This is an optimization exercise on Yosys and OpenROAD, whose aim is small area and a short achievable clock period, not a production implementation.
RTL that was checked went through simulation tests only; none was proved equivalent to the original.
Only the layout flow was run in run 3; the RTL was not checked for function there.
In every run shown here, the design's own scripts or RTL, not TritonCTS, make the clock network.
The flow treats the clock pin as an ideal source. Dropping or thinning the clock tree relies on that and would not hold on a real chip.
Power figures rest on the tool's default switching activity, not on a simulated workload.

==> flow/design.v <==
module alu_top (
    input             iClk,
    input      [31:0] iDataA,
    input      [31:0] iDataB,
    input      [3:0]  iAluOp,
    output reg [31:0] oData,
    output reg        oZero
  );
  reg [31:0] rDataA;
  reg [31:0] rDataB;
  reg [3:0]  rAluOp;
  wire [31:0] wData;
  wire        wZero;
  ALU u_alu (
        .iDataA(rDataA),
        .iDataB(rDataB),
        .iAluOp(rAluOp),
        .oData(wData),
        .oZero(wZero)
      );
  always @(posedge iClk)
  begin
    rDataA <= iDataA;
    rDataB <= iDataB;
    rAluOp <= iAluOp;
    oData  <= wData;
    oZero  <= wZero;
  end
endmodule

module ALU (
    input  [31:0] iDataA,  
    input  [31:0] iDataB,  
    input  [3:0]  iAluOp,  
    output [31:0] oData,   
    output        oZero
  );
  wire [31:0] a  = iDataA;
  wire [31:0] b  = iDataB;
  wire [3:0]  op = iAluOp;
  wire op_sum  = ~op[0] & (op[3] | (~op[2] & ~op[1]));
  wire op_sll  = (op == 4'b0001);
  wire op_sr   = op[3] & ~op[1] & op[0];           
  wire op_sra  = (op == 4'b1101);
  wire op_slt  = (op == 4'b0010);
  wire op_sltu = (op == 4'b0011);
  wire op_xor  = (op == 4'b0100);
  wire op_or   = (op == 4'b0110);
  wire op_and  = (op == 4'b0111);
  wire op_eqz  = ~op[2] & ~op[1] & ~op[0];          
  wire op_bne  = (op == 4'b1100);
  wire op_blt  = (op == 4'b1010);
  wire op_bge  = (op == 4'b1110);
  wire op_none = (op == 4'b0101) | (op == 4'b1011) | (op == 4'b1111);
  wire sub = op[3] | (~op[2] & op[1]);
  wire [31:0] x  = a ^ b;
  wire [31:0] p  = x ^ {32{sub}};
  wire [31:0] g  = a & ~p;
  wire [31:0] bx = b ^ {32{sub}};
  wire g0_0 = g[0] | (p[0] & sub);
  wire p0_0 = p[0];
  wire g0_1 = g[1];
  wire p0_1 = p[1];
  wire g0_2 = g[2];
  wire p0_2 = p[2];
  wire g0_3 = g[3];
  wire p0_3 = p[3];
  wire g0_4 = g[4];
  wire p0_4 = p[4];
  wire g0_5 = g[5];
  wire p0_5 = p[5];
  wire g0_6 = g[6];
  wire p0_6 = p[6];
  wire g0_7 = g[7];
  wire p0_7 = p[7];
  wire g0_8 = g[8];
  wire p0_8 = p[8];
  wire g0_9 = g[9];
  wire p0_9 = p[9];
  wire g0_10 = g[10];
  wire p0_10 = p[10];
  wire g0_11 = g[11];
  wire p0_11 = p[11];
  wire g0_12 = g[12];
  wire p0_12 = p[12];
  wire g0_13 = g[13];
  wire p0_13 = p[13];
  wire g0_14 = g[14];
  wire p0_14 = p[14];
  wire g0_15 = g[15];
  wire p0_15 = p[15];
  wire g0_16 = g[16];
  wire p0_16 = p[16];
  wire g0_17 = g[17];
  wire p0_17 = p[17];
  wire g0_18 = g[18];
  wire p0_18 = p[18];
  wire g0_19 = g[19];
  wire p0_19 = p[19];
  wire g0_20 = g[20];
  wire p0_20 = p[20];
  wire g0_21 = g[21];
  wire p0_21 = p[21];
  wire g0_22 = g[22];
  wire p0_22 = p[22];
  wire g0_23 = g[23];
  wire p0_23 = p[23];
  wire g0_24 = g[24];
  wire p0_24 = p[24];
  wire g0_25 = g[25];
  wire p0_25 = p[25];
  wire g0_26 = g[26];
  wire p0_26 = p[26];
  wire g0_27 = g[27];
  wire p0_27 = p[27];
  wire g0_28 = g[28];
  wire p0_28 = p[28];
  wire g0_29 = g[29];
  wire p0_29 = p[29];
  wire g0_30 = g[30];
  wire p0_30 = p[30];
  wire g0_31 = g[31];
  wire p0_31 = p[31];
  wire gn1 = g0_1 | (p0_1 & g0_0);
  wire gn2 = g0_3 | (p0_3 & g0_2);
  wire pn2 = p0_3 & p0_2;
  wire gn3 = g0_5 | (p0_5 & g0_4);
  wire pn3 = p0_5 & p0_4;
  wire gn4 = g0_7 | (p0_7 & g0_6);
  wire pn4 = p0_7 & p0_6;
  wire gn5 = g0_9 | (p0_9 & g0_8);
  wire pn5 = p0_9 & p0_8;
  wire gn6 = g0_11 | (p0_11 & g0_10);
  wire pn6 = p0_11 & p0_10;
  wire gn7 = g0_13 | (p0_13 & g0_12);
  wire pn7 = p0_13 & p0_12;
  wire gn8 = g0_15 | (p0_15 & g0_14);
  wire pn8 = p0_15 & p0_14;
  wire gn9 = g0_17 | (p0_17 & g0_16);
  wire pn9 = p0_17 & p0_16;
  wire gn10 = g0_19 | (p0_19 & g0_18);
  wire pn10 = p0_19 & p0_18;
  wire gn11 = g0_21 | (p0_21 & g0_20);
  wire pn11 = p0_21 & p0_20;
  wire gn12 = g0_23 | (p0_23 & g0_22);
  wire pn12 = p0_23 & p0_22;
  wire gn13 = g0_25 | (p0_25 & g0_24);
  wire pn13 = p0_25 & p0_24;
  wire gn14 = g0_27 | (p0_27 & g0_26);
  wire pn14 = p0_27 & p0_26;
  wire gn15 = g0_29 | (p0_29 & g0_28);
  wire pn15 = p0_29 & p0_28;
  wire gn16 = g0_31 | (p0_31 & g0_30);
  wire pn16 = p0_31 & p0_30;
  wire gn17 = gn2 | (pn2 & gn1);
  wire gn18 = gn4 | (pn4 & gn3);
  wire pn18 = pn4 & pn3;
  wire gn19 = gn6 | (pn6 & gn5);
  wire pn19 = pn6 & pn5;
  wire gn20 = gn8 | (pn8 & gn7);
  wire pn20 = pn8 & pn7;
  wire gn21 = gn10 | (pn10 & gn9);
  wire pn21 = pn10 & pn9;
  wire gn22 = gn12 | (pn12 & gn11);
  wire pn22 = pn12 & pn11;
  wire gn23 = gn14 | (pn14 & gn13);
  wire pn23 = pn14 & pn13;
  wire gn24 = gn16 | (pn16 & gn15);
  wire pn24 = pn16 & pn15;
  wire gn25 = gn18 | (pn18 & gn17);
  wire gn26 = gn20 | (pn20 & gn19);
  wire pn26 = pn20 & pn19;
  wire gn27 = gn22 | (pn22 & gn21);
  wire pn27 = pn22 & pn21;
  wire gn28 = gn24 | (pn24 & gn23);
  wire pn28 = pn24 & pn23;
  wire gn29 = gn26 | (pn26 & gn25);
  wire gn30 = gn28 | (pn28 & gn27);
  wire pn30 = pn28 & pn27;
  wire gn31 = gn30 | (pn30 & gn29);
  wire gn32 = gn27 | (pn27 & gn29);
  wire gn33 = gn19 | (pn19 & gn25);
  wire gn34 = gn21 | (pn21 & gn29);
  wire gn35 = gn23 | (pn23 & gn32);
  wire gn36 = gn3 | (pn3 & gn17);
  wire gn37 = gn5 | (pn5 & gn25);
  wire gn38 = gn7 | (pn7 & gn33);
  wire gn39 = gn9 | (pn9 & gn29);
  wire gn40 = gn11 | (pn11 & gn34);
  wire gn41 = gn13 | (pn13 & gn32);
  wire gn42 = gn15 | (pn15 & gn35);
  wire gn43 = g0_2 | (p0_2 & gn1);
  wire gn44 = g0_4 | (p0_4 & gn17);
  wire gn45 = g0_6 | (p0_6 & gn36);
  wire gn46 = g0_8 | (p0_8 & gn25);
  wire gn47 = g0_10 | (p0_10 & gn37);
  wire gn48 = g0_12 | (p0_12 & gn33);
  wire gn49 = g0_14 | (p0_14 & gn38);
  wire gn50 = g0_16 | (p0_16 & gn29);
  wire gn51 = g0_18 | (p0_18 & gn39);
  wire gn52 = g0_20 | (p0_20 & gn34);
  wire gn53 = g0_22 | (p0_22 & gn40);
  wire gn54 = g0_24 | (p0_24 & gn32);
  wire gn55 = g0_26 | (p0_26 & gn41);
  wire gn56 = g0_28 | (p0_28 & gn35);
  wire gn57 = g0_30 | (p0_30 & gn42);
  wire [31:0] cgen = {gn31, gn57, gn42, gn56, gn35, gn55, gn41, gn54, gn32, gn53, gn40, gn52, gn34, gn51, gn39, gn50, gn29, gn49, gn38, gn48, gn33, gn47, gn37, gn46, gn25, gn45, gn36, gn44, gn17, gn43, gn1, g0_0};
  wire [31:0] sum = p ^ {cgen[30:0], sub};
  wire cout = cgen[31];
  wire ltu = ~cout;
  wire lts = (a[31] ^ b[31]) ? a[31] : ltu;
  wire sum_zero = ~|sum;
  wire ovf = |b[31:5];
  wire [31:0] r;
  genvar i;
  generate
    for (i = 0; i < 32; i = i + 1) begin : rev_in
      assign r[i] = op_sll ? a[31-i] : a[i];
    end
  endgenerate
  wire fill = op_sra & a[31];
  wire [31:0] s0 = b[0] ? {fill,       r[31:1]}  : r;
  wire [31:0] s1 = b[1] ? {{2{fill}},  s0[31:2]} : s0;
  wire [31:0] s2 = b[2] ? {{4{fill}},  s1[31:4]} : s1;
  wire [31:0] s3 = b[3] ? {{8{fill}},  s2[31:8]} : s2;
  wire [31:0] sr = b[4] ? {{16{fill}}, s3[31:16]} : s3;
  wire [4:0] sh = b[4:0] | {5{ovf}};
  wire [31:0] keep;
  generate
    for (i = 0; i < 32; i = i + 1) begin : keep_m
      assign keep[i] = (sh <= i);
    end
  endgenerate
  wire shift_zero = ~|(r & keep);
  wire sel_p = op_xor | op_or;
  wire sel_g = op_or | op_and;
  wire [31:0] lg = ({32{sel_p}} & p) | ({32{sel_g}} & g);
  wire logic_zero = ~|lg;
  wire sel_r  = op_sr  & ~ovf;
  wire sel_l  = op_sll & ~ovf;
  wire [31:0] sr_rev;
  generate
    for (i = 0; i < 32; i = i + 1) begin : rev_out
      assign sr_rev[i] = sr[31-i];
    end
  endgenerate
  wire ov_r  = op_sr  & ovf;    
  wire ov_l  = op_sll & ovf;    
  wire lt_bit = (op_slt & lts) | (op_sltu & ltu);
  wire [31:0] other = ({32{sel_r}} & sr) | ({32{sel_l}} & sr_rev) | lg
                    | {32{ov_r & fill}}
                    | {ov_l & a[0], 30'b0, (ov_r & a[31]) | lt_bit};
  assign oData = ({32{op_sum}} & sum) | other;
  assign oZero = (op_eqz & sum_zero)
               | (op_bne & ~sum_zero)
               | (op_blt & lts)
               | (op_bge & ~lts)
               | (op_slt & ~lts)
               | (op_sltu & ~ltu)
               | ((op_sll | op_sr) & shift_zero)
               | ((op_xor | op_or | op_and) & logic_zero)
               | op_none;
endmodule
==> flow/flow/run.sh <==
#!/bin/bash
# Own layout flow: the standard ORFS flow (standard.sh) with these changes:
#  - Yosys's final ABC mapping uses flow/map.abc (delay-targeted map with area
#    recovery) instead of ORFS's abc_speed script;
#  - ports are buffered with buf_1 instead of the default buffer cell;
#  - repair_timing aims for extra setup slack (SETUP_SLACK_MARGIN), with the
#    margins in flow/params.sh: one up to CTS, one for the repair after global
#    routing (which works on the worst path only, or is skipped);
#  - the clock is distributed by flow/own_cts.tcl (run as the CTS step's
#    PRE_CTS_TCL hook) instead of TritonCTS: four clkbuf_16, each driving a
#    quarter of the flip-flops, so every flip-flop sees one buffer stage.
# Everything else (synthesis script, register names, SDC, clock period, PDN,
# tap cells, placement, routing) is the standard flow. The make output goes to
# flow_make_*.log; ORFS writes each tool's own log under orfs/logs/.
set -euo pipefail
HERE=$(pwd)
source "$HERE/flow/params.sh"
cat > "$HERE/own_synth.tcl" <<EOT
# Same synthesis as synth_recipe.tcl; only the script given to the final abc call differs.
proc abc {args} {
  set i [lsearch -exact \$args -script]
  if {\$i >= 0} { lset args [expr {\$i + 1}] $HERE/flow/map.abc }
  yosys abc {*}\$args
}
source $HERE/synth_recipe.tcl
EOT
COMMON=("SYNTH_SCRIPT=$HERE/own_synth.tcl"
  "BUFFER_PORTS_ARGS=-buffer_cell sky130_fd_sc_hd__buf_1"
  "PRE_CTS_TCL=$HERE/flow/own_cts.tcl")
bash standard.sh "${COMMON[@]}" "SETUP_SLACK_MARGIN=$MARGIN_CTS" cts > "$HERE/flow_make_cts.log" 2>&1
if [[ "$MARGIN_GRT" == skip ]]; then
  bash standard.sh "${COMMON[@]}" "SETUP_SLACK_MARGIN=$MARGIN_CTS" SKIP_INCREMENTAL_REPAIR=1 finish > "$HERE/flow_make_finish.log" 2>&1
else
  bash standard.sh "${COMMON[@]}" "SETUP_SLACK_MARGIN=$MARGIN_GRT" TNS_END_PERCENT=0 finish > "$HERE/flow_make_finish.log" 2>&1
fi
==> flow/flow/map.abc <==
strash
dch
map -D 3000
topo
stime -c
buffer -c
upsize -D 3000
dnsize -D 3000
==> flow/flow/own_cts.tcl <==
# Clock distribution without TritonCTS. The flip-flops are split into NCLK
# groups by position (halves in x, then halves in y); the clock port drives one
# clkbuf_16 per group, placed at the group's centre, and each buffer drives its
# group's clock pins. All flip-flops see one buffer stage, so skew stays small.
set nclk 4
set block [ord::get_db_block]
set dbu [$block getDbUnitsPerMicron]
set flops {}
foreach inst [$block getInsts] {
  if {[[$inst getMaster] isSequential]} {
    set loc [$inst getLocation]
    lappend flops [list [$inst getName] [lindex $loc 0] [lindex $loc 1]]
  }
}
proc split_half {items idx} {
  set s [lsort -integer -index $idx $items]
  set h [expr {[llength $s] / 2}]
  return [list [lrange $s 0 [expr {$h - 1}]] [lrange $s $h end]]
}
set groups {}
foreach half [split_half $flops 1] {
  if {$nclk == 4} {
    foreach q [split_half $half 2] { lappend groups $q }
  } else {
    lappend groups $half
  }
}
set k 0
foreach g $groups {
  set xs 0; set ys 0; set pins {}
  foreach f $g {
    set xs [expr {$xs + [lindex $f 1]}]; set ys [expr {$ys + [lindex $f 2]}]
    lappend pins [get_pins "[lindex $f 0]/CLK"]
  }
  set cx [expr {double($xs) / [llength $g] / $dbu}]
  set cy [expr {double($ys) / [llength $g] / $dbu}]
  set b [insert_buffer -buffer_cell sky130_fd_sc_hd__clkbuf_16 -net iClk -load_pins $pins \
           -location [list $cx $cy] -buffer_name clkbuf_own_$k -net_name clknet_own_$k]
  set buf [$block findInst [get_full_name $b]]
  foreach it [$buf getITerms] {
    set nt [$it getNet]
    if {$nt ne "NULL"} { $nt setSigType CLOCK }
  }
  puts "own clock buffer [$buf getName] at $cx $cy drives [llength $g] flip-flops"
  incr k
}
proc clock_tree_synthesis {args} { puts "clock_tree_synthesis skipped: clock buffered by the own flow" }
==> flow/flow/params.sh <==
MARGIN_CTS=11.6
MARGIN_GRT=skip
==> flow/standard.sh <==
#!/bin/bash
# synth_recipe.tcl (not shown) runs the flow's synth.tcl, then flattens the netlist and writes it again
# the make line also repeats each setting of config.mk as NAME=value (left out here)
make -C /OpenROAD-flow-scripts/flow DESIGN_CONFIG=/design/flow/config.mk WORK_HOME=/design/flow/orfs CLKGATE_MAP_FILE= SYNTH_SCRIPT=/design/flow/synth_recipe.tcl "${@:-finish}"
==> flow/config.mk <==
export PLATFORM = sky130hd
export DESIGN_NAME = alu_top
export DESIGN_NICKNAME = alu_top
export VERILOG_FILES = /design/flow/design.v
export SDC_FILE = /design/flow/constraint.sdc
export NUM_CORES = 4
export LEC_CHECK = 0
export CAP_MARGIN = 20
export CORE_MARGIN = 2
export CORE_UTILIZATION = 40
export SLEW_MARGIN = 20
==> flow/constraint.sdc <==
create_clock -name core_clock -period 15.0 [get_ports {iClk}]
set_input_delay 3.0000 -clock core_clock [delete_from_list [all_inputs] [get_ports {iClk}]]
set_output_delay 3.0000 -clock core_clock [all_outputs]
set_load 0.01 [all_outputs]
==> metrics.yaml, run 1 <==
crit_required_ps: 15030
clk_pin_slew_ps: 90
synth_seq_area_share: 0.279
ys.flop_type: "dfxtp_1"
leakagePower_nw: 3.85
globalplace.congestion: 1.01
internal-power_uw: 461
finalHoldWorstSlack_ps: 613
final_cell_mix: "230 x nand2_1, 170 x o21ai_0, 111 x nor2_1"
grt_pass1_vias: 7703
final_common_cell: "nand2_1"
worst_clock_skew_ps: 13.9
drtIter0Drc: 1168
final_cells: 1464
crit_fanout: 6
design_area_um2: 8580
n_fill_cell: 1910
min_to: "oZero$_DFF_P_"
cts_hold_repair.buffers: 0
slew_headroom: 0.319
r2r_slack_ps: 11380
hp-start: "rAluOp[1]$_DFF_P_"
rr_endpoint: "oZero$_DFF_P_"
placed_area_um2: 7750
seqPwrFrac: 0.418
synth_xor_area_frac: 0.0870
syn_avg_cell_area_um2: 6.32
synth_top_family_by_area: "simple AND/OR/NAND/NOR gates"
cpMaxStageDelayCell: "dfxtp_4"
yosysTopAreaCellShare: 0.279
slew_viol_final: 0
min_period_over_period: 0.242
postCtsSetupRepairBufs: 28
synthToLayoutAreaGrowth_pct: 18.3
setup_tns_ps: 0
dieWidth_um: 139
path_common_cell: "a21oi_2"
synthArstFlopShare: 0
antenna_cells: 0
pwr-share-comb: 0.430
avgViaCountPerCell: 5.73
hp-class: "reg -> reg"
routed_wl_mm: 28.3
cap_violations: 0
grt_first_pass_wirelength_mm: 43.2
multiInputGateArea_um2: 4820
powerDensity_nw_per_um2: 86.9
core_area_um2: 17800
die_area_um2: 19200
wire_per_inst_um: 19.4
cp.arrival_ps: 3650
max_freq_ghz: 0.276
status: "timing/DRC/antenna clean"
peakVddDrop_uv: 97.0
fin_crit_ps: 3620
setup_viol: 0
synthCells: 1146
whs_path_depth: 2
synth-seq-cells: 101
dp_hpwl_mm: 21.3
clk_latency_ps: 160
synth_area_leaders: "dfxtp_1 28%, nand2_1 12%, o21ai_0 12%, nor2_1 6.0%, xor2_1 5.9%"
critPathMaxStageDelay_ps: 380
vias: 8396
grtUsageTotal: 0.283
syn_nets: 1215
synthAdderAreaFrac: 0
r2r-start: "rAluOp[1]$_DFF_P_"
nNetsFinal: 1306
cts_resized: 124
seq_area_um2: 2040
yosys.area_share.simple: 0.271
synth_edf_count: 0
port_buffers: 101
start_kind: "flip-flop"
clkPwrFrac: 0.152
synth_mux_area_frac: 0.00552
grt_max_degree: 36
ios: 102
drive_gt1_frac: 0.120
synth_compound_area_frac: 0.264
final_antenna_net_count: 0
reg2reg_depth: 25
worstSetupPathType: "reg -> reg"
yosys_warnings: 1
synth_area_leader_cell: "dfxtp_1"
worst_setup_path_end_kind: "flip-flop"
initial_core_util: 0.406
place_inst: 1427
dieHeight_um: 139
utilization: 0.481
finalHoldViolCount: 0
drt_pass1_iterations: 6
rows: 49
synth.cell_area_um2: 7250
power_switching_uw: 284
drcViolationCount: 0
gr-total-overflow: 0
swShare: 0.381
tightestPinTransition_ps: 1020
antenna_found_initial: 0
synth.distinct_cells: 38
power groups by stage:
| stage | registers (mW) | logic, mW | clock network [mW] |
|---|---|---|---|
| floorplan | 0.321 | 0.176 | 0 |
| CTS | 0.318 | 0.309 | 0.0889 |
| finish | 0.312 | 0.320 | 0.113 |
| global route | 0.315 | 0.347 | 0.129 |
| global placement | 0.317 | 0.264 | 0 |
| detailed placement | 0.318 | 0.264 | 0 |
layout make-up, without the clock buffers:
class / instances / area share
timing repair buffer: 141 / 0.102
sequential: 101 / 0.238
tap: 229 / 0.0334
multi-input combinational: 870 / 0.562
timing repair inverter: 1 / 0.000584
inverter: 118 / 0.0528
Yosys cell counts, types with 8 or more instances:
cell type  instances
nor2_1           116
a211oi_1           8
o221ai_1          10
clkbuf_1          51
nor3_1            17
nand3_1           45
or2_2             10
o21ai_0          175
xor2_1            49
a21oi_1           45
a2111o_1          10
dfxtp_1          101
o211ai_1          10
nand2_1          237
nor4_1            20
inv_1            113
o22ai_1           37
xnor2_1           23
nand4_1           15
logic make-up after synthesis:
kind of cell | after synthesis
compound gates | 326
mux | 4
buf+inv | 176
flops | 101
xor+xnor | 72
simple gates | 467
critical path, delay by kind of cell, from the launching register on:
kind | cells | cell delay, ps
buf+inv | 5 | 600
flops | 1 | 380
compound gates | 7 | 1230
simple gates | 12 | 1060
xor+xnor | 1 | 220
state kept, by name (all words and copies together) (netlist names):
register	count
rDataA	32
rAluOp	4
rDataB	32
oZero	1
oData	32
worst max-delay path by stage:
stage / start / end / slack, ps
2_1_floorplan: oData[0]$_DFF_P_ / oData[0] / 11670
3_3_place_gp: rDataB[0]$_DFF_P_ / oZero$_DFF_P_ / 10240
3_5_place_dp: rDataB[0]$_DFF_P_ / oZero$_DFF_P_ / 10090
4_1_cts: rAluOp[1]$_DFF_P_ / oZero$_DFF_P_ / 11540
5_1_grt: rAluOp[2]$_DFF_P_ / oZero$_DFF_P_ / 11080
6_report: rAluOp[1]$_DFF_P_ / oZero$_DFF_P_ / 11380
metal layers:
| metal | vias to the layer above | wire length (um) | global-route usage |
|---|---|---|---|
| li1 | 4071 | - | - |
| met1 | 3736 | 12200 | 0.391 |
| met2 | 495 | 11400 | 0.413 |
| met3 | 94 | 3050 | 0.0687 |
| met4 | 0 | 1720 | 0.139 |
| met5 | - | 0 | 0 |
stage by stage:
stage	power (mW)	setup slack, ps
3_3_place_gp	0.581	10240
5_1_grt	0.791	11080
6_report	0.745	11380
4_1_cts	0.716	11540
3_5_place_dp	0.581	10090
2_1_floorplan	0.498	11670
==> run 2: changes to the inputs <==
==> flow/flow/map.abc (replaced) <==
strash
dch
map -D 2500
topo
stime -c
buffer -c
upsize -D 2500
dnsize -D 2500
==> run 2 against run 1 <==
Utilization down 2.4 points; synthesized cell count down 1.0%; die area up 0.48%; power down 1.6%; sequential share of layout area up 1.1 points; sequential cell count unchanged; worst setup slack worse by 8.2 ps; combinational power down 4%; register-to-register slack about the same; via count down 3.5%; worst hold slack better by 19 ps; wire length down 2.8%.
==> metrics.yaml, run 2 <==
peakVddDrop_uv: 101  # +4.1%
drcViolationCount: 0  # unchanged
ios: 102  # unchanged
final_cell_mix: "251 x nand2_1, 172 x o21ai_0, 103 x inv_1"
cap_violations: 0  # unchanged
max_freq_ghz: 0.275  # -0.22%
cts_hold_repair.buffers: 0  # unchanged
critical-path-top-delay-family: "flip-flops"
antenna_cells: 0  # unchanged
core_area_um2: 17900  # +0.34%
finalHoldViolCount: 0  # unchanged
synth_area_leaders: "dfxtp_1 28%, nand2_1 13%, o21ai_0 12%, xor2_1 7.3%, inv_1 5.3%"
start_kind: "flip-flop"
leakagePower_nw: 3.64  # -5.5%
cts_resized: 70  # -44%
tightestPinTransition_ps: 1020  # +2.54 ps
crit_buf_inv: 1  # -4
synthArstFlopShare: 0  # unchanged
dieHeight_um: 139  # +0.24%
powerDensity_nw_per_um2: 89.7  # +3.2%
synth_commonest_cells: "256 x nand2_1, 173 x o21ai_0, 103 x inv_1"
rows: 49  # unchanged
yosys_warnings: 1  # unchanged
place_ws_ps: 10960  # +868 ps
drive_gt1_frac: 0.0907  # -0.0292
ys.flop_type: "dfxtp_1"
crit_fanout: 1  # -5
antenna_found_initial: 0  # unchanged
critPathMaxStageDelay_ps: 360  # -20 ps
worstSetupPathType: "reg -> out"
reg_top3: "oData x32, rDataA x32, rDataB x32"
synth.cell_area_um2: 7280  # +0.50%
gr-total-overflow: 0  # unchanged
syn_avg_cell_area_um2: 6.42  # +1.6%
synthCells: 1134  # -1.0%
min_period_over_period: 0.242  # +0.000547
slew_viol_final: 0  # unchanged
synth_seq_area_share: 0.278  # -0.00139
grt_first_pass_wirelength_mm: 41.3  # -4.4%
clk_latency_ps: 160  # about the same
port_buffers: 101  # unchanged
synthToLayoutAreaGrowth_pct: 12.2
grt_pass1_vias: 7090  # -8.0%
grt_max_degree: 66  # +83%
final_cells: 1431  # -2.3%
drt_pass1_iterations: 6  # unchanged
worst_clock_skew_ps: 17.0  # +3.09 ps
path_cells: "buf_6"
synth_area_leader_cell: "dfxtp_1"
setup_viol: 0  # unchanged
avgViaCountPerCell: 5.66  # -1.3%
syn_nets: 1203  # -0.99%
fin_ws_ps: 11370  # -8.20 ps
drtIter0Drc: 1043  # -11%
synth.distinct_cells: 52  # +37%
synth-seq-cells: 101  # unchanged
cp.arrival_ps: 630  # -3020 ps
cpMaxStageDelayCell: "dfxtp_2"
final_antenna_net_count: 0  # unchanged
hp-class: "reg -> reg"
yosysTopAreaCellShare: 0.278  # -0.00139
nNetsFinal: 1273  # -2.5%
routed_wl_mm: 27.5  # -2.8%
wire_per_inst_um: 19.2  # -0.56%
status: "timing/DRC/antenna clean"
yosysMostFrequentCell: "nand2_1"
setup_tns_ps: 0  # unchanged
globalplace.congestion: 1.01  # about the same
dp_hpwl_mm: 21.8  # +2.5%
worst_setup_path_end_kind: "primary output"
final_common_cell: "nand2_1"
synth_edf_count: 0  # unchanged
die_area_um2: 19300  # +0.48%
grtUsageTotal: 0.271  # -0.0120
postCtsSetupRepairBufs: 11  # -61%
slew_headroom: 0.315  # -0.00346
crit_required_ps: 12000  # -3030 ps
clk_pin_slew_ps: 100  # about the same
dieWidth_um: 139  # +0.24%
place_inst: 1415  # -0.84%
vias: 8099  # -3.5%
power_uw: 733  # -1.6%
fin_crit_ps: 3630  # +8.20 ps
initial_core_util: 0.407  # +0.000636
==> run 2: final cells by class, without the clock buffers <==
cell class	instances	area, um^2
timing repair buffer	122	651
inverter	110	413
tap	229	287
fill	1911	9730
sequential	101	2030
multi-input combinational	865	4690
==> run 2: path summary, 6_finish.rpt <==
check        slack, ps               from  depth (start not counted)             to
max              11370  oData[25]$_DFF_P_                          1      oData[25]
min                630  rAluOp[2]$_DFF_P_                          2  oZero$_DFF_P_
max reg2reg      11390  rAluOp[2]$_DFF_P_                         20  oZero$_DFF_P_
min reg2reg        630  rAluOp[2]$_DFF_P_                          2  oZero$_DFF_P_
==> run 2: power breakdown <==
| group | total, mW | internal [mW] | switching [mW] |
|---|---|---|---|
| registers | 0.312 | 0.296 | 0.0161 |
| logic | 0.307 | 0.103 | 0.204 |
| clock network | 0.114 | 0.0490 | 0.0647 |
| total | 0.733 | 0.448 | 0.285 |
==> run 2: routing by layer <==
layer | track usage | wire [um] | vias up | part of all wire
li1 | - | - | 3974 | -
met1 | 0.395 | 12400 | 3629 | 0.45
met2 | 0.404 | 11300 | 430 | 0.41
met3 | 0.0452 | 2670 | 66 | 0.097
met4 | 0.0925 | 1130 | 0 | 0.041
met5 | 0 | 0 | - | 0
==> run 2: per-stage QoR <==
step,util,hold WS (ps),area (um^2)
2_1_floorplan,-,571,7280
3_3_place_gp,0.434,637,7770
3_5_place_dp,0.434,626,7770
4_1_cts,0.457,615,8170
5_1_grt,0.457,682,8170
6_report,0.457,633,8170
==> run 2: cells by family after synthesis <==
kind of cell | share of synthesized area
buffers and inverters | 0.0907
AO/OA/AOI/OAI | 0.265
AND/OR/NAND/NOR | 0.264
multiplexers | 0.00550
XOR/XNOR | 0.0972
flip-flops | 0.278
==> run 3: changes to the inputs <==
--- a/flow/design.v
+++ b/flow/design.v
@@ -226,10 +226,3 @@
   wire [31:0] sr = b[4] ? {{16{fill}}, s3[31:16]} : s3;
-  wire [4:0] sh = b[4:0] | {5{ovf}};
-  wire [31:0] keep;
-  generate
-    for (i = 0; i < 32; i = i + 1) begin : keep_m
-      assign keep[i] = (sh <= i);
-    end
-  endgenerate
-  wire shift_zero = ~|(r & keep);
+  wire shift_zero = ovf ? ~(fill | r[31]) : ~|sr;
   wire sel_p = op_xor | op_or;
==> run 3 against run 2 <==
Clock power barely moved; highest routed layer unchanged; sequential cell count unchanged; sequential power about the same; still clean on timing, DRC and antenna; wire length is 0.76% lower; first-iteration DRC count decreased by 23%; final cell count down 1.5%; worst setup slack got worse by 140 ps.
==> metrics.yaml, run 3 <==
status: "timing/DRC/antenna clean"
globalplace.congestion: 0.969  # -3.9%
final_cell_mix: "261 x nand2_1, 115 x o21ai_0, 95 x dfxtp_1"
peakVddDrop_uv: 94.1  # -6.8%
path_cells: "inv_1, nor2_4, nand2_8, nand2_1, o21ai_0, nand2_1, o21ai_0, mux2i_1, nand2_1, o21ai_0, o21ai_0, o21ai_0, nand4_1, o41ai_2, a311oi_2, o211ai_1"
port_buffers: 101  # unchanged
die_area_um2: 19100  # -0.95%
dieHeight_um: 138  # -0.48%
utilization: 0.475  # +0.0183
worst_clock_skew_ps: 12.4  # -4.60 ps
ys.flop_type: "dfxtp_1"
powerDensity_nw_per_um2: 91.8  # +2.4%
synth_seq_area_share: 0.280  # +0.00275
yosysTopAreaCellShare: 0.280  # +0.00275
crit_fanout: 66  # +65
synth.cell_area_um2: 7210  # -0.98%
reg_top3: "oData x32, rDataA x32, rDataB x32"
critical-path-top-delay-family: "compound AO/OA/AOI/OAI gates"
synth.distinct_cells: 61  # +17%
grt_max_degree: 67  # +1.5%
antenna_cells: 0  # unchanged
vias: 7937  # -2.0%
tightestPinTransition_ps: 976  # -47.6 ps
worst_setup_path_end_kind: "flip-flop"
max_freq_ghz: 0.265  # -3.7%
avgViaCountPerCell: 5.63  # -0.54%
place_ws_ps: 10550  # -406 ps
clk_latency_ps: 160  # about the same
synthCells: 1090  # -3.9%
leakagePower_nw: 3.77  # +3.6%
setup_tns_ps: 0  # unchanged
final_antenna_net_count: 0  # unchanged
synthToLayoutAreaGrowth_pct: 17.5
slew_viol_final: 0  # unchanged
syn_nets: 1159  # -3.7%
grt_first_pass_wirelength_mm: 41.1  # -0.30%
cts_resized: 98  # +40%
gr-total-overflow: 0  # unchanged
nNetsFinal: 1252  # -1.6%
core_area_um2: 17800  # -0.34%
rows: 49  # unchanged
dieWidth_um: 138  # -0.48%
yosysMostFrequentCell: "nand2_1"
routed_wl_mm: 27.3  # -0.76%
ios: 102  # unchanged
antenna_found_initial: 0  # unchanged
fin_crit_ps: 3770  # +141 ps
final_common_cell: "nand2_1"
start_kind: "flip-flop"
wire_per_inst_um: 19.4  # +0.72%
cts_hold_repair.buffers: 0  # unchanged
place_inst: 1374  # -2.9%
worstSetupPathType: "reg -> reg"
yosys_warnings: 1  # unchanged
grt_pass1_vias: 7157  # +0.94%
hp-class: "reg -> reg"
synth_edf_count: 0  # unchanged
setup_viol: 0  # unchanged
initial_core_util: 0.404  # -0.00260
busiest_layer: "met2"
clk_pin_slew_ps: 100  # about the same
critPathMaxStageDelay_ps: 590  # +230 ps
min_period_over_period: 0.252  # +0.00941
synth_area_leader_cell: "dfxtp_1"
synth-seq-cells: 101  # unchanged
grtUsageTotal: 0.272  # +0.00104
cp.arrival_ps: 3860  # +3230 ps
cpMaxStageDelayCell: "o21ai_0"
finalHoldViolCount: 0  # unchanged
grt_use_met1: 0.382  # -0.0130
crit_required_ps: 15080  # +3080 ps
postCtsSetupRepairBufs: 27  # +16
drive_gt1_frac: 0.126  # +0.0355
cap_violations: 0  # unchanged
slew_headroom: 0.341  # +0.0260
grt.met3_usage: 0.0357  # -0.00956
path_common_cell: "o21ai_0"
drcViolationCount: 0  # unchanged
drtIter0Drc: 806  # -23%
final_cells: 1410  # -1.5%
syn_avg_cell_area_um2: 6.62  # +3.0%
synth_commonest_cells: "269 x nand2_1, 123 x o21ai_0, 101 x dfxtp_1"
fin_ws_ps: 11230  # -141 ps
drt_pass1_iterations: 6  # unchanged
crit_buf_inv: 1  # unchanged
dp_hpwl_mm: 21.4  # -2.2%
use_met2: 0.437  # +0.0327
synth_area_leaders: "dfxtp_1 28%, nand2_1 14%, o21ai_0 8.5%, xor2_1 6.6%, inv_1 4.9%"
synthArstFlopShare: 0  # unchanged
## run 3: final cells by class, without the clock buffers
type	count	area (um^2)
fill	1873	9370
multi-input combinational	829	4770
sequential	101	2030
timing repair buffer	142	891
inverter	104	394
tap	229	287
timing repair inverter	1	5.00
## run 3: worst reg2reg max path, cell delays in order, from the launching register on
cell and delay (ps):
dfxtp_1 390, inv_1 110, nor2_4 220, nand2_8 240, nand2_1 160, o21ai_0 110
nand2_1 70, o21ai_0 110, mux2i_1 270, nand2_1 80, o21ai_0 170, o21ai_0 180
o21ai_0 590, nand4_1 230, o41ai_2 480, a311oi_2 150, o211ai_1 130
## run 3: power by group
part	switching [mW]	internal (mW)	total [mW]
clock network	0.0634	0.0489	0.112
registers	0.0147	0.296	0.311
logic	0.227	0.128	0.355
## run 3: cell families after synthesis
group | after synthesis | share of synthesized area
simple gates | 443 | 0.256
xor+xnor | 82 | 0.109
mux | 3 | 0.00416
compound gates | 301 | 0.262
buf+inv | 160 | 0.0883
flops | 101 | 0.280
## run 3: through the flow
| stage | hold slack [ps] | cell area (um^2) | power [mW] |
|---|---|---|---|
| after CTS | 649 | 8470 | 0.749 |
| after detailed placement | 655 | 7710 | 0.614 |
| after global placement | 625 | 7710 | 0.617 |
| after global routing | 711 | 8470 | 0.822 |
| final | 655 | 8470 | 0.778 |
| after floorplan | 590 | 7210 | 0.520 |
## run 3: routing by layer
layer,wire [um],vias to the layer above
met5,0,-
li1,-,3852
met3,2230,49
met2,12400,376
met1,11800,3660
met4,981,0
## run 3: path summary, 6_finish.rpt
check                                       start                to  slack [ps]  cells past startpoint
worst max-delay path            rAluOp[0]$_DFF_P_     oZero$_DFF_P_       11230                     16
worst min register to register  rAluOp[2]$_DFF_P_  oData[0]$_DFF_P_         650                      3
worst max register to register  rAluOp[0]$_DFF_P_     oZero$_DFF_P_       11230                     16
worst min-delay path            rAluOp[2]$_DFF_P_  oData[0]$_DFF_P_         650                      3
==> run 4: changes to the inputs <==
--- a/flow/design.v
+++ b/flow/design.v
@@ -211,3 +211,2 @@
   wire lts = (a[31] ^ b[31]) ? a[31] : ltu;
-  wire sum_zero = ~|sum;
   wire ovf = |b[31:5];
@@ -226,3 +225,2 @@
   wire [31:0] sr = b[4] ? {{16{fill}}, s3[31:16]} : s3;
-  wire shift_zero = ovf ? ~(fill | r[31]) : ~|sr;
   wire sel_p = op_xor | op_or;
@@ -230,3 +228,2 @@
   wire [31:0] lg = ({32{sel_p}} & p) | ({32{sel_g}} & g);
-  wire logic_zero = ~|lg;
   wire sel_r  = op_sr  & ~ovf;
@@ -246,11 +243,4 @@
   assign oData = ({32{op_sum}} & sum) | other;
-  assign oZero = (op_eqz & sum_zero)
-               | (op_bne & ~sum_zero)
-               | (op_blt & lts)
-               | (op_bge & ~lts)
-               | (op_slt & ~lts)
-               | (op_sltu & ~ltu)
-               | ((op_sll | op_sr) & shift_zero)
-               | ((op_xor | op_or | op_and) & logic_zero)
-               | op_none;
+  wire dz = ~|oData;
+  assign oZero = op_bne ? ~dz : (op_blt | op_bge) ? (lts ^ op[2]) : dz;
 endmodule
==> flow/flow/params.sh (replaced) <==
MARGIN_CTS=11.6
MARGIN_GRT=11.0
--- a/flow/config.mk
+++ b/flow/config.mk
@@ -9,3 +9,3 @@
 export CORE_MARGIN = 2
-export CORE_UTILIZATION = 40
+export CORE_UTILIZATION = 50
 export SLEW_MARGIN = 20
==> run 4 against run 3 <==
Largest power group is now registers; critical path depth rose by 5; register-to-register slack gained 30 ps; via count down 4.0%; worst hold slack worse by 47 ps; critical path type unchanged.
==> metrics.yaml, run 4 <==
status: "timing/DRC/antenna clean"
synth_area_leader_cell: "dfxtp_1"
grt_max_degree: 67  # unchanged
grtUsageTotal: 0.326  # +0.0544
rr_endpoint: "oZero$_DFF_P_"
cp.arrival_ps: 3830  # -30 ps
syn_nets: 1130  # -2.5%
slew_viol_final: 0  # unchanged
wire_per_inst_um: 18.9  # -2.3%
fin_crit_ps: 3740  # -31.6 ps
place_ws_ps: 10430  # -121 ps
initial_core_util: 0.514  # +0.110
tightestPinTransition_ps: 868  # -108 ps
finalHoldViolCount: 0  # unchanged
core_area_um2: 13300  # -25%
synth.distinct_cells: 59  # -3.3%
synth.cell_area_um2: 6860  # -4.9%
power_switching_uw: 264  # -13%
startpoint: "rAluOp[0]$_DFF_P_"
yosys_warnings: 1  # unchanged
cp-endpoint: "oZero$_DFF_P_"
routed_wl_mm: 24.8  # -9.2%
clk_pin_slew_ps: 90  # about the same
dp_hpwl_mm: 19.1  # -10%
pwr-share-comb: 0.404  # -0.052
ios: 102  # unchanged
path_cells: "inv_1, nor2_2, nand2_2, buf_12, nand2_1, o21ai_0, mux2i_1, nand2_1, o21ai_1, o21ai_0, o21ai_0, nand2_1, nand3_1, o2111ai_1, nor4_1, nand3_1, nor2_1, nand4_1, nor2_2, a21oi_1, o22ai_1"
yosysMostFrequentCell: "nand2_1"
die_area_um2: 14700  # -23%
antenna_found_initial: 0  # unchanged
dieWidth_um: 121  # -12%
final_cell_mix: "260 x nand2_1, 102 x o21ai_0, 97 x nor2_1"
yosysTopAreaCellShare: 0.295  # +0.0143
globalplace.congestion: 1.04  # +7.4%
leakagePower_nw: 3.51  # -6.8%
critPathMaxStageDelay_ps: 420  # -170 ps
start_kind: "flip-flop"
rows: 42  # -14%
worst_clock_skew_ps: 13.6  # +1.20 ps
final_cells: 1310  # -7.1%
peakVddDrop_uv: 110  # +17%
place_inst: 1292  # -6.0%
grt_pass1_vias: 6733  # -5.9%
synth_commonest_cells: "263 x nand2_1, 131 x o21ai_0, 102 x nor2_1"
synthArstFlopShare: 0  # unchanged
worstSetupPathType: "reg -> reg"
gr-total-overflow: 0  # unchanged
grt_first_pass_wirelength_mm: 37.1  # -9.7%
drtIter0Drc: 927  # +15%
swShare: 0.374  # -0.0181
clkPwrFrac: 0.156  # +0.012
slew_headroom: 0.414  # +0.0728
synth-seq-cells: 101  # unchanged
cap_violations: 0  # unchanged
final_common_cell: "nand2_1"
finalHoldWorstSlack_ps: 608  # -46.7 ps
max_freq_ghz: 0.267  # +0.84%
fin_ws_ps: 11260  # +31.6 ps
rsz0062_at_grt: "no"
r2r_slack_ps: 11260  # +30 ps
synth_area_leaders: "dfxtp_1 29%, nand2_1 14%, o21ai_0 9.6%, nor2_1 5.6%, inv_1 4.7%"
powerDensity_nw_per_um2: 89.4  # -2.7%
internal-power_uw: 443  # -6.4%
n_fill_cell: 1339  # -29%
dieHeight_um: 121  # -12%
r2r-start: "rAluOp[0]$_DFF_P_"
worst_setup_path_end_kind: "flip-flop"
final_antenna_net_count: 0  # unchanged
cpMaxStageDelayCell: "o21ai_0"
seqPwrFrac: 0.440  # +0.041
drt_pass1_iterations: 6  # unchanged
ys.flop_type: "dfxtp_1"
reg2reg_depth: 21  # +5
synth_edf_count: 0  # unchanged
port_buffers: 101  # unchanged
synth_seq_area_share: 0.295  # +0.0143
crit_required_ps: 15090  # about the same
vias: 7621  # -4.0%
antenna_cells: 0  # unchanged
setup_tns_ps: 0  # unchanged
clk_latency_ps: 160  # about the same
reg_top3: "oData x32, rDataA x32, rDataB x32"
syn_avg_cell_area_um2: 6.47  # -2.3%
drive_gt1_frac: 0.123  # -0.00271
nNetsFinal: 1205  # -3.8%
min_period_over_period: 0.249  # -0.00211
drcViolationCount: 0  # unchanged
synthToLayoutAreaGrowth_pct: 15.3
setup_viol: 0  # unchanged
crit_fanout: 66  # unchanged
hp-class: "reg -> reg"
synthCells: 1061  # -2.7%
avgViaCountPerCell: 5.82  # +3.3%
run 4: changes by cell type in the layout (fill, tap and decap cells not counted), sizes merged, moves of 9 or more:
cell,change
xor2,-31
buf,-17
inv,-14
nand3,+14
a211oi,-13
a22oi,-10
nor2,+9
run 4: stage by stage:
| stage | power [mW] | utilization | cell area, um^2 |
|---|---|---|---|
| floorplan | 0.487 | - | 6860 |
| global placement | 0.564 | 0.547 | 7300 |
| detailed placement | 0.562 | 0.547 | 7300 |
| CTS | 0.671 | 0.579 | 7730 |
| global route | 0.745 | 0.593 | 7910 |
| finish | 0.707 | 0.593 | 7910 |
run 4: final cells by class, without the clock buffers:
class                           count  area (um^2)  share of cell area
Inverter                           93          365              0.0462
Multi-Input combinational cell    811         4490               0.567
Sequential cell                   101         2040               0.257
Tap cell                          176          220              0.0278
Timing Repair Buffer              123          689              0.0871
Timing Repair inverter              2         10.0             0.00127
run 4: metal layers:
layer  vias up  global-route usage  wire [um]
met2       403               0.509      10500
met4         0               0.127       1240
li1       3743                   -          -
met3        66              0.0489       2350
met5         -                   0          0
met1      3409               0.454      10700
run 4: cell families (layout without fill, tap and decap cells):
| family | Yosys count | count (layout) | synth area share |
|---|---|---|---|
| xor+xnor | 58 | 58 | 0.0801 |
| simple gates | 453 | 453 | 0.272 |
| buf+inv | 149 | 222 | 0.0866 |
| mux | 5 | 5 | 0.00729 |
| flops | 101 | 101 | 0.295 |
| compound gates | 295 | 295 | 0.259 |
run 4: worst min-delay path by stage:
stage	startpoint	endpoint	slack [ps]	depth (start not counted)
4_1_cts	rAluOp[3]$_DFF_P_	oZero$_DFF_P_	580	2
3_3_place_gp	rAluOp[3]$_DFF_P_	oZero$_DFF_P_	620	2
5_1_grt	rAluOp[3]$_DFF_P_	oZero$_DFF_P_	630	2
6_report	rAluOp[3]$_DFF_P_	oZero$_DFF_P_	610	2
2_1_floorplan	rAluOp[3]$_DFF_P_	oZero$_DFF_P_	560	2
3_5_place_dp	rAluOp[3]$_DFF_P_	oZero$_DFF_P_	620	2
run 4: power groups by stage:
| stage | logic (mW) | clock network, mW | registers [mW] |
|---|---|---|---|
| 6_report | 0.286 | 0.110 | 0.311 |
| 3_5_place_dp | 0.245 | 0 | 0.317 |
| 5_1_grt | 0.311 | 0.120 | 0.314 |
| 2_1_floorplan | 0.170 | 0 | 0.317 |
| 4_1_cts | 0.265 | 0.0889 | 0.317 |
| 3_3_place_gp | 0.247 | 0 | 0.316 |
run 4: worst max-delay path: cells and delay by family (launching register included):
| kind | cells | cell delay [ps] |
|---|---|---|
| AO/OA/AOI/OAI | 7 | 1230 |
| multiplexers | 1 | 190 |
| AND/OR/NAND/NOR | 11 | 1590 |
| flip-flops | 1 | 370 |
| buffers and inverters | 2 | 280 |
run 4: timing repair:
| action | 4_1_cts | 5_1_grt |
|---|---|---|
| gates cloned | 2 | 1 |
| hold buffers | 0 | 0 |
| pin swaps | 4 | 7 |
| setup buffers | 6 | 5 |
| endpoints found under the setup margin | 64 | 1 |
| gates resized for setup | 103 | 40 |
==> run 5: changes to the inputs <==
==> flow/flow/params.sh (replaced) <==
MARGIN_CTS=11.6
MARGIN_GRT=skip
==> run 5 against run 4 <==
Still clean; synthesized area did not move; worst setup slack got worse by 130 ps; register-to-register slack got worse by 130 ps; fmax fell by 3.3%; critical path type unchanged; largest power group unchanged.
==> metrics.yaml, run 5 <==
finalHoldViolCount: 0  # unchanged
syn_avg_cell_area_um2: 6.47  # unchanged
synthCells: 1061  # unchanged
r2r-start: "rAluOp[2]$_DFF_P_"
vias: 7587  # -0.45%
powerDensity_nw_per_um2: 89.9  # +0.56%
synth.cell_area_um2: 6860  # unchanged
rr_endpoint: "oZero$_DFF_P_"
critPathMaxStageDelay_ps: 390  # -30 ps
peakVddDrop_uv: 109  # -0.38%
status: "timing/DRC/antenna clean"
die_area_um2: 14700  # unchanged
setup_tns_ps: 0  # unchanged
min_period_over_period: 0.258  # +0.00851
setup_viol: 0  # unchanged
dieWidth_um: 121  # unchanged
hp-class: "reg -> reg"
antenna_found_initial: 0  # unchanged
design_area_um2: 7730  # -2.3%
antenna_cells: 0  # unchanged
drive_gt1_frac: 0.0966  # -0.0268
fin_crit_ps: 3870  # +128 ps
synthArstFlopShare: 0  # unchanged
place_ws_ps: 10430  # unchanged
crit_fanout: 66  # unchanged
wire_per_inst_um: 18.8  # -0.76%
yosysTopAreaCellShare: 0.295  # unchanged
hp-start: "rAluOp[3]$_DFF_P_"
grt_first_pass_wirelength_mm: 37.1  # unchanged
synth_seq_area_share: 0.295  # unchanged
worst_setup_path_end_kind: "flip-flop"
leakagePower_nw: 3.45  # -1.6%
rows: 42  # unchanged
synth_commonest_cells: "263 x nand2_1, 131 x o21ai_0, 102 x nor2_1"
startpoint: "rAluOp[2]$_DFF_P_"
utilization: 0.579  # -0.0138
nNetsFinal: 1199  # -0.50%
crit_buf_inv: 1  # -1
cp.arrival_ps: 3960  # +130 ps
ios: 102  # unchanged
ys.flop_type: "dfxtp_1"
routed_wl_mm: 24.5  # -1.2%
slew_viol_final: 0  # unchanged
synth_area_leader_cell: "dfxtp_1"
syn_nets: 1130  # unchanged
cap_violations: 0  # unchanged
synth_edf_count: 0  # unchanged
whs_path_depth: 2  # unchanged
cts_hold_repair.buffers: 0  # unchanged
dieHeight_um: 121  # unchanged
synth_area_leaders: "dfxtp_1 29%, nand2_1 14%, o21ai_0 9.6%, nor2_1 5.6%, inv_1 4.7%"
dp_hpwl_mm: 19.1  # unchanged
drtIter0Drc: 935  # +0.86%
grt_pass1_vias: 6733  # unchanged
yosysMostFrequentCell: "nand2_1"
grtUsageTotal: 0.326  # unchanged
yosys_warnings: 1  # unchanged
reg_top3: "oData x32, rDataA x32, rDataB x32"
cpMaxStageDelayCell: "dfxtp_1"
final_antenna_net_count: 0  # unchanged
globalplace.congestion: 1.04  # unchanged
r2r_slack_ps: 11130  # -130 ps
final_cell_mix: "260 x nand2_1, 110 x o21ai_0, 100 x nor2_1"
core_area_um2: 13300  # unchanged
clk_latency_ps: 160  # about the same
worst_clock_skew_ps: 11.7  # -1.87 ps
drt_pass1_iterations: 6  # unchanged
critical-path-top-delay-family: "compound AO/OA/AOI/OAI gates"
crit_required_ps: 15090  # about the same
worstSetupPathType: "reg -> reg"
final_common_cell: "nand2_1"
cts_resized: 103  # unchanged
max_freq_ghz: 0.258  # -3.3%
drcViolationCount: 0  # unchanged
postCtsSetupRepairBufs: 6  # unchanged
tightestPinTransition_ps: 902  # +34.1 ps
initial_core_util: 0.514  # unchanged
min_to: "oZero$_DFF_P_"
clk_pin_slew_ps: 90  # about the same
synthToLayoutAreaGrowth_pct: 12.6
synth-seq-cells: 101  # unchanged
avgViaCountPerCell: 5.82  # about the same
gr-total-overflow: 0  # unchanged
synth.distinct_cells: 59  # unchanged
n_fill_cell: 1347  # +0.60%
start_kind: "flip-flop"
grt_max_degree: 67  # unchanged
fin_ws_ps: 11130  # -128 ps
path_cells: "nor2_1, nand2_2, buf_12, nand2_1, o21ai_0, nand2_1, o21ai_0, nand2_1, o21ai_0, o21ai_0, nand2_1, a31oi_2, o22ai_1, a2111oi_1, o21ai_1, nor4_2, nand4_1, nor2_1, nand4_1, nor2_1, a21oi_1, o22ai_1"
placed_area_um2: 7300  # unchanged
reg2reg_depth: 22  # +4.8%
slew_headroom: 0.391  # -0.0231
port_buffers: 101  # unchanged
-- run 5: cell types whose count changed in the layout (fill, tap and decap cells not counted), sizes merged --
| cell | change |
|---|---|
| buf | -5 |
| inv | +1 |
| clkinvlp | -2 |
-- run 5: final cells by class, without the clock buffers --
| class | count | area [um^2] | area share |
|---|---|---|---|
| Timing Repair inverter | 1 | 5.00 | 0.000648 |
| Multi-Input combinational cell | 811 | 4370 | 0.565 |
| Tap cell | 176 | 220 | 0.0285 |
| Sequential cell | 101 | 2030 | 0.263 |
| Timing Repair Buffer | 118 | 643 | 0.0832 |
| Inverter | 93 | 359 | 0.0465 |
-- run 5: logic make-up after synthesis --
| logic type | synth area share |
|---|---|
| xor gates and xnor gates | 0.0801 |
| DFF | 0.295 |
| AOI/OAI and AO/OA | 0.259 |
| and+or+nand+nor | 0.272 |
| muxes | 0.00729 |
| buffers and inverters | 0.0866 |
-- run 5: worst max path at each step --
stage | endpoint | cells after the start | slack (ps)
final | oZero$_DFF_P_ | 22 | 11130
after detailed placement | oZero$_DFF_P_ | 15 | 10430
after global routing | oZero$_DFF_P_ | 21 | 10760
after floorplan | oData[0] | 0 | 11670
after CTS | oZero$_DFF_P_ | 23 | 11310
after global placement | oZero$_DFF_P_ | 15 | 10250
-- run 5: power by group --
group	internal [mW]	switching, mW	total (mW)
Clock	0.0488	0.0607	0.109
Combinational	0.0953	0.179	0.274
Sequential	0.293	0.0179	0.311
-- run 5: worst reg2reg max path: stages, from the launching register on --
cell and delay [ps]:
dfxtp_1 390, nor2_1 240, nand2_2 130, buf_12 200, nand2_1 110, o21ai_0 100, nand2_1 80, o21ai_0 120
nand2_1 90, o21ai_0 150, o21ai_0 350, nand2_1 130, a31oi_2 280, o22ai_1 110, a2111oi_1 290, o21ai_1 180
nor4_2 230, nand4_1 120, nor2_1 140, nand4_1 100, nor2_1 130, a21oi_1 50, o22ai_1 100
-- run 5: stage by stage --
step                      std cells  total power, mW  hold WS, ps
after floorplan                1061            0.487          561
after global placement         1292            0.564          618
after detailed placement       1292            0.562          622
after CTS                      1304            0.671          583
after global routing           1304            0.733          622
final                          1304            0.694          605
-- run 5: routing by layer --
metal	up-vias	track usage	share of wire
met5	-	0	0
met3	63	0.0489	0.10
li1	3729	-	-
met1	3379	0.454	0.43
met4	0	0.127	0.048
met2	416	0.509	0.42
==> run 6: changes to the inputs <==
--- a/flow/config.mk
+++ b/flow/config.mk
@@ -9,3 +9,3 @@
 export CORE_MARGIN = 2
-export CORE_UTILIZATION = 50
+export CORE_UTILIZATION = 40
 export SLEW_MARGIN = 20
==> run 6 against run 5 <==
Clock skew rose by 1.3 ps; final cell count rose by 3.3%; synthesized cell count unchanged; sequential power hardly changed; sequential share of layout area shrank 0.17 points; worst setup slack got worse by 11 ps; synthesized area did not move; wire length up 0.38%; power fell by 0.33%; first-iteration DRC count down 12%.
==> metrics.yaml, run 6 <==
status: "timing/DRC/antenna clean"
finalHoldWorstSlack_ps: 607  # +2.41 ps
leakagePower_nw: 3.43  # -0.65%
setup_viol: 0  # unchanged
grtUsageTotal: 0.263  # -0.0630
reg_top3: "oData x32, rDataA x32, rDataB x32"
dieHeight_um: 135  # +11%
grt_pass1_vias: 6502  # -3.4%
worst_clock_skew_ps: 13.1  # +1.35 ps
design_area_um2: 7760  # +0.47%
synthToLayoutAreaGrowth_pct: 13.1
ios: 102  # unchanged
hp-class: "reg -> reg"
nNetsFinal: 1198  # -0.083%
synthCells: 1061  # unchanged
postCtsSetupRepairBufs: 4  # -2
slew_viol_final: 0  # unchanged
routed_wl_mm: 24.6  # +0.38%
crit_fanout: 6  # -91%
synth.distinct_cells: 59  # unchanged
start_kind: "flip-flop"
critical-path-top-delay-family: "compound AO/OA/AOI/OAI gates"
die_area_um2: 18200  # +24%
setup_tns_ps: 0  # unchanged
met1Wirelength_mm: 11.3  # +7.4%
drcViolationCount: 0  # unchanged
crit_buf_inv: 4  # +3
synth_area_leader_cell: "dfxtp_1"
rows: 47  # +12%
yosysMostFrequentCell: "nand2_1"
crit_required_ps: 15090  # about the same
wl_met2_mm: 10.2  # -1.5%
wire_per_inst_um: 18.3  # -2.8%
highest_layer: "met4"
ys.flop_type: "dfxtp_1"
initial_core_util: 0.411  # -0.103
gr-total-overflow: 0  # unchanged
slew_headroom: 0.416  # +0.0246
grt_max_degree: 67  # unchanged
synth_commonest_cells: "263 x nand2_1, 131 x o21ai_0, 102 x nor2_1"
critPathMaxStageDelay_ps: 350  # -40 ps
vias: 7410  # -2.3%
fin_crit_ps: 3880  # +11.3 ps
cpMaxStageDelayCell: "dfxtp_1"
drt_pass1_iterations: 6  # unchanged
final_antenna_net_count: 0  # unchanged
placed_area_um2: 7370  # +0.96%
syn_nets: 1130  # unchanged
grt_first_pass_wirelength_mm: 37.1  # -0.22%
cap_violations: 0  # unchanged
core_area_um2: 16700  # +25%
met3_length_mm: 2.07  # -15%
port_buffers: 101  # unchanged
worstSetupPathType: "reg -> reg"
yosysTopAreaCellShare: 0.295  # unchanged
antenna_found_initial: 0  # unchanged
synthArstFlopShare: 0  # unchanged
finalHoldViolCount: 0  # unchanged
dieWidth_um: 135  # +11%
worst_setup_path_end_kind: "flip-flop"
final_common_cell: "nand2_1"
synth_area_leaders: "dfxtp_1 29%, nand2_1 14%, o21ai_0 9.6%, nor2_1 5.6%, inv_1 4.7%"
synth.cell_area_um2: 6860  # unchanged
clk_pin_slew_ps: 90  # about the same
powerDensity_nw_per_um2: 89.1  # -0.80%
cts_hold_repair.buffers: 0  # unchanged
cp.arrival_ps: 3970  # about the same
peakVddDrop_uv: 97.8  # -11%
syn_avg_cell_area_um2: 6.47  # unchanged
max_freq_ghz: 0.258  # -0.29%
antenna_cells: 0  # unchanged
utilization: 0.465  # -0.114
drtIter0Drc: 822  # -12%
drive_gt1_frac: 0.0949  # -0.00169
min_period_over_period: 0.259  # +0.000753
clk_latency_ps: 160  # about the same
cts_resized: 88  # -15%
avgViaCountPerCell: 5.50  # -5.5%
synth_seq_area_share: 0.295  # unchanged
path_cells: "inv_2, o21ai_4, buf_12, clkinvlp_4, o21ai_1, nand2_1, o21ai_2, nand3_2, o211ai_2, nand3_1, nand2_2, inv_1, o21ai_0, a21oi_1, o21ai_0, o2111ai_1, nor4_1, nand3_1, nor2_1, nand4_1, nor2_1, a21oi_1, o22ai_1"
synth_edf_count: 0  # unchanged
synth-seq-cells: 101  # unchanged
globalplace.congestion: 1.01  # -2.7%
tightestPinTransition_ps: 876  # -26.4 ps
yosys_warnings: 1  # unchanged
dp_hpwl_mm: 19.2  # +0.52%
final_cell_mix: "260 x nand2_1, 116 x o21ai_0, 101 x nor2_1"
[run 6: cell counts after synthesis]
Identical to the previous run, type by type.
[run 6: per-stage QoR]
| step | setup WS (ps) | total power [mW] | std cells |
|---|---|---|---|
| after detailed placement | 10410 | 0.562 | 1338 |
| after CTS | 11230 | 0.669 | 1347 |
| after global routing | 10550 | 0.736 | 1347 |
| final | 11120 | 0.692 | 1347 |
| after floorplan | 11670 | 0.487 | 1061 |
| after global placement | 10410 | 0.563 | 1338 |
[run 6: final cells by class, without the clock buffers]
type / instances / area [um^2]
Fill cell: 1769 / 8940
Multi-Input combinational cell: 811 / 4370
Sequential cell: 101 / 2030
Timing Repair Buffer: 118 / 629
Inverter: 93 / 359
Tap cell: 220 / 275
[run 6: report_power, final]
part / leakage, nW / switching, mW / internal, mW
clock network: 0.0493 / 0.0624 / 0.0489
registers: 0.850 / 0.0151 / 0.293
logic: 2.53 / 0.179 / 0.0938
total: 3.43 / 0.256 / 0.436
[run 6: kinds of logic (layout without fill, tap and decap cells)]
group	after synthesis	in the layout	synth area share
mux	5	5	0.00729
compound gates	295	295	0.259
simple gates	453	453	0.272
xor+xnor	58	58	0.0801
buf+inv	149	215	0.0866
flops	101	101	0.295
[run 6: per-layer routing]
metal  up-vias  GRT usage
li1       3707          -
met2       361      0.397
met5         -          0
met4         0     0.0926
met3        56     0.0315
met1      3286      0.388
[run 6: final timing paths]
check,from,to,slack (ps),cells past startpoint
worst max register to register,rAluOp[1]$_DFF_P_,oZero$_DFF_P_,11120,23
worst min register to register,rAluOp[3]$_DFF_P_,oZero$_DFF_P_,610,2
worst min-delay path,rAluOp[3]$_DFF_P_,oZero$_DFF_P_,610,2
worst max-delay path,rAluOp[1]$_DFF_P_,oZero$_DFF_P_,11120,23
[run 6: worst min-delay path: stages (launching register included)]
cell	delay, ps
dfxtp_2	360
a21oi_1	130
o22ai_1	70

## re-timing with driven ports
In the flow no input, the clock included, has a driving cell. The finished layouts below were timed again as built, in two steps. Step 1 sets driving cells, clkbuf_16 on the clock port and buf_2 on the other inputs (assumed; they add their load-dependent delay and slew). Step 2 times the ports against the registers' clock, not the clock port: input delays grow and output delays shrink by t, the midpoint of the rising clock arrivals with the driver on. a / b / c = no drivers / after step 1 / after step 2; a / b = the first two.
| run | shift t [ns] | setup WS [ns] | worst setup path at the end | latest minus earliest clock arrival (ns) | pins driven straight from the clock port |
|---|---|---|---|---|---|
| run 1 | 0.251 | 11.377 / 11.289 / 11.377 | register to register | 0.016 / 0.016 | 4 |
| run 2 | 0.249 | 11.369 / 11.275 / 11.391 | register to register | 0.020 / 0.020 | 4 |
| run 3 | 0.253 | 11.227 / 11.227 / 11.227 | register to register | 0.016 / 0.015 | 4 |
| run 4 | 0.247 | 11.259 / 11.259 / 11.259 | register to register | 0.015 / 0.015 | 4 |
| run 5 | 0.246 | 11.131 / 11.131 / 11.131 | register to register | 0.013 / 0.014 | 4 |
| run 6 | 0.243 | 11.120 / 11.120 / 11.120 | register to register | 0.015 / 0.015 | 4 |
After both steps every run listed still meets setup and hold.
